What follows belongs to an exercise in optimizing a design on an open flow for small area; a production flow would make more cautious choices. In this exercise RTL edits were held to simulation tests only and were not proved equivalent to the original. Power and IR drop assume default switching activity.

==> flow/design.v (excerpt) <==
module Scope_Overlay(
    input clk,
    input rst,
    input [11:0] VGA_HORZ_COORD,
    input [11:0] VGA_VERT_COORD,
    input [1:0] Color_Scheme,
    input Axis_On,
    input Grid_On,
    input Tick_On,
    input Wave_On,
    input Menu_Sw,
    input [23:0] Clock_Time,
    input [3:0] vol,
    input Scrolling_Sw,
    input scroll_step,
    input Condition_For_Cursor,
    input Condition_For_Cursor_Menu,
    input Condition_For_Cursor_Border,
    input Condition_For_Cursor_Text1,
    input Condition_For_Cursor_Text2,
    output [3:0] VGA_Red_Grid,
    output [3:0] VGA_Green_Grid,
    output [3:0] VGA_Blue_Grid
    );
    wire [11:0] X = VGA_HORZ_COORD;
    wire [11:0] Y = VGA_VERT_COORD;
    wire [10:0] b = Y[11:1];
    reg [11:0] S;
    always @(posedge clk)
        if (rst | (scroll_step & (S == 12'd1090))) S <= 12'd3449;
        else if (scroll_step) S <= S + 12'd1;
    wire flag = S[11] | (S <= 12'd54);
    wire [11:0] S2 = S + (flag ? 12'd1036 : 12'd3394);
    wire [3:0] region0;
    wire [2:0] r;
    reg [6:0] rowdec_t;
    always @*
        case (b[8:0])
            9'd7: rowdec_t = 7'd8;
            9'd8: rowdec_t = 7'd9;
  ...
Size in the first run: ~1000 cells after synthesis, about 18 flip-flops, about 80 I/O pins, ~5200 um^2 of cells after synthesis.
==> flow/config.mk <==
export PLATFORM = sky130hd
export DESIGN_NAME = Scope_Overlay
export DESIGN_NICKNAME = Scope_Overlay
export VERILOG_FILES = /design/flow/design.v
export SDC_FILE = /design/flow/constraint.sdc
export NUM_CORES = 4
export LEC_CHECK = 0
export ABC_AREA = 1
export CAP_MARGIN = 20
export CORE_MARGIN = 2
export CORE_UTILIZATION = 62
export GPL_TIMING_DRIVEN = 0
export SLEW_MARGIN = 20
==> flow/constraint.sdc <==
create_clock -name core_clock -period 12.0 [get_ports {clk}]
set_input_delay 2.4000 -clock core_clock [delete_from_list [all_inputs] [get_ports {clk}]]
set_output_delay 2.4000 -clock core_clock [all_outputs]
set_load 0.01 [all_outputs]
standard.sh (not shown) runs the stock make flow with config.mk's settings and CLKGATE_MAP_FILE= SYNTH_SCRIPT=/design/flow/synth_recipe.tcl, a recipe that flattens the netlist after the stock synthesis.
==> flow/flow/run.sh <==
#!/bin/bash
# Own layout flow: the standard ORFS flow with two changes.
# 1. Synthesis: the ABC script runs a deeper logic optimisation (dc2, &deepsyn) and
#    maps with a delay target, and Yosys's adder extraction is skipped so that
#    ABC sees all of the logic. Registers, names, flattening and renaming are
#    those of the standard synthesis.
# 2. Port buffers are sky130_fd_sc_hd__buf_1 cells.
set -euo pipefail
W=$(pwd)
mkdir -p "$W/own_scripts"
cp -r "$FLOW_HOME/scripts/." "$W/own_scripts/"
cp "$W/flow/abc_area.script" "$W/own_scripts/abc_area.script"
bash "$W/standard.sh" finish SCRIPTS_DIR="$W/own_scripts" ADDER_MAP_FILE= \
    BUFFER_PORTS_ARGS="-buffer_cell sky130_fd_sc_hd__buf_1" > "$W/orfs_make.log" 2>&1
==> flow/flow/abc_area.script <==
strash
dc2
&get -n
&deepsyn -T 300
&put
dch
map -D 6000
topo
The first run finished clean.
Edit:
==> flow/flow/abc_area.script (replaced) <==
strash
dc2
&get -n
&deepsyn -T 300
&put
dch
map -D 6500
topo
CORE_UTILIZATION = 55   (was 62)
What happened: Power goes up by 8.7%. Critical path depth goes up by 6. Setup slack got worse by 0.069 ns. Design area goes up by 0.72%. Core utilization goes down by 7.4 points. Sequential power hardly moves. Die area goes up by 12%. Sequential share of layout area is about the same. Non-clock buffer count goes up by 4.
Edit:
==> flow/flow/abc_area.script (replaced) <==
strash
dc2
&get -n
&deepsyn -T 600
&put
dch
map -D 6500
topo
Result:
- routed wire length increases slightly
- clock-buffer cell count is unchanged
- design area increases slightly
- clock power decreases slightly
- maximum frequency increases slightly
Edit:
==> flow/flow/abc_area.script (replaced) <==
strash
dc2
&get -n
&deepsyn -T 300
&put
dch
map -D 6000
topo
GPL_TIMING_DRIVEN = 1   (was 0)
Wire length increases by 4.3%.
Final area decreases by 1.7%.
Global-route usage increases by 0.72 points.
Worst hold slack is worse by 0.032 ns.
Fmax stays flat.
Combinational power decreases by about 16%.
Cell count increases by 0.73%.
Via count increases by 2.5%.
Edit:
GPL_TIMING_DRIVEN = 0   (was 1)
=> Fmax is about the same. Hold slack is worse by 0.016 ns. Cell count shrinks by about 0.7%. Critical path depth shrinks by 10.

Another version of the RTL of Scope_Overlay (not shown whole).
For scale: ~24 flip-flops, ~80 I/O pins, ~5100 um2 of cells after synthesis.
==> flow/config.mk <==
export PLATFORM = sky130hd
export DESIGN_NAME = Scope_Overlay
export DESIGN_NICKNAME = Scope_Overlay
export VERILOG_FILES = /design/flow/design.v
export SDC_FILE = /design/flow/constraint.sdc
export NUM_CORES = 4
export LEC_CHECK = 0
export ABC_AREA = 1
export CAP_MARGIN = 20
export CORE_MARGIN = 2
export CORE_UTILIZATION = 55
export GPL_TIMING_DRIVEN = 0
export SLEW_MARGIN = 20
==> flow/constraint.sdc <==
create_clock -name core_clock -period 12.0 [get_ports {clk}]
set_input_delay 2.4000 -clock core_clock [delete_from_list [all_inputs] [get_ports {clk}]]
set_output_delay 2.4000 -clock core_clock [all_outputs]
set_load 0.01 [all_outputs]
==> flow/flow/abc_area.script <==
strash
dc2
&get -n
&deepsyn -T 300
&put
dch
map -D 6500
topo
Scripts as last shown in full above: flow/flow/run.sh
==> next run, changes <==
--- a/flow/flow/run.sh
+++ b/flow/flow/run.sh
@@ -1,5 +1,5 @@
 #!/bin/bash
 # Own layout flow: the standard ORFS flow with two changes.
-# 1. Synthesis: the ABC script runs a deeper logic optimisation (dc2, &deepsyn) and
+# 1. Synthesis: the ABC script runs a deeper logic optimisation (&deepsyn) and
 #    maps with a delay target, and Yosys's adder extraction is skipped so that
 #    ABC sees all of the logic. Registers, names, flattening and renaming are
==> flow/flow/abc_area.script (replaced) <==
strash
dc2
&get -n
&deepsyn -T 300
&dch
&nf -R 1000
&put
topo
Effect:
- Now the flow finished but failed the layout checks on setup timing
- setup slack degrades by 0.48 ns
- clock-buffer cell count is unchanged
- final area grows by 5.2%
- via count grows by 0.62%
- sequential power grows by about 0.5%

[what the ideal ports hide]
No port has a modelled driver above. Below, the same layouts with a new extraction and two added sets of constraints.
Step 1 (the two cells are an assumption about what drives the block):
set clk [get_ports {clk}]
set_driving_cell -lib_cell sky130_fd_sc_hd__clkbuf_16 $clk
set_driving_cell -lib_cell sky130_fd_sc_hd__buf_2 [delete_from_list [all_inputs] $clk]
Step 2 adds t to the input delays and takes it off the output delays; t is the mean of the earliest and latest rising clock arrival at the registers after step 1. Input paths then give back, and output paths get back, about the clock's delay inside the block.
Slacks: ideal / step 1 / step 2; pairs: ideal / step 1.
run	t (ns)	setup WS [ns]	worst setup path at the end
the first run of note 1	0.279	0.716 / 0.717 / 0.438	input to register
the second run of note 1	0.285	0.647 / 0.651 / 0.365	input to register
the third run of note 1	0.283	0.724 / 0.730 / 0.446	input to register
the fourth run of note 1	0.281	0.755 / 0.757 / 0.476	input to register
the fifth run of note 1	0.271	0.769 / 0.769 / 0.498	input to register
the first run of note 2	0.306	0.447 / 0.451 / 0.144	input to register
the second run of note 2	0.300	-0.033 / -0.050 / -0.351	input to register
The setup slack of the second run of note 2, which loses most, moves by -0.017 ns with the drivers and by -0.318 ns with both steps.
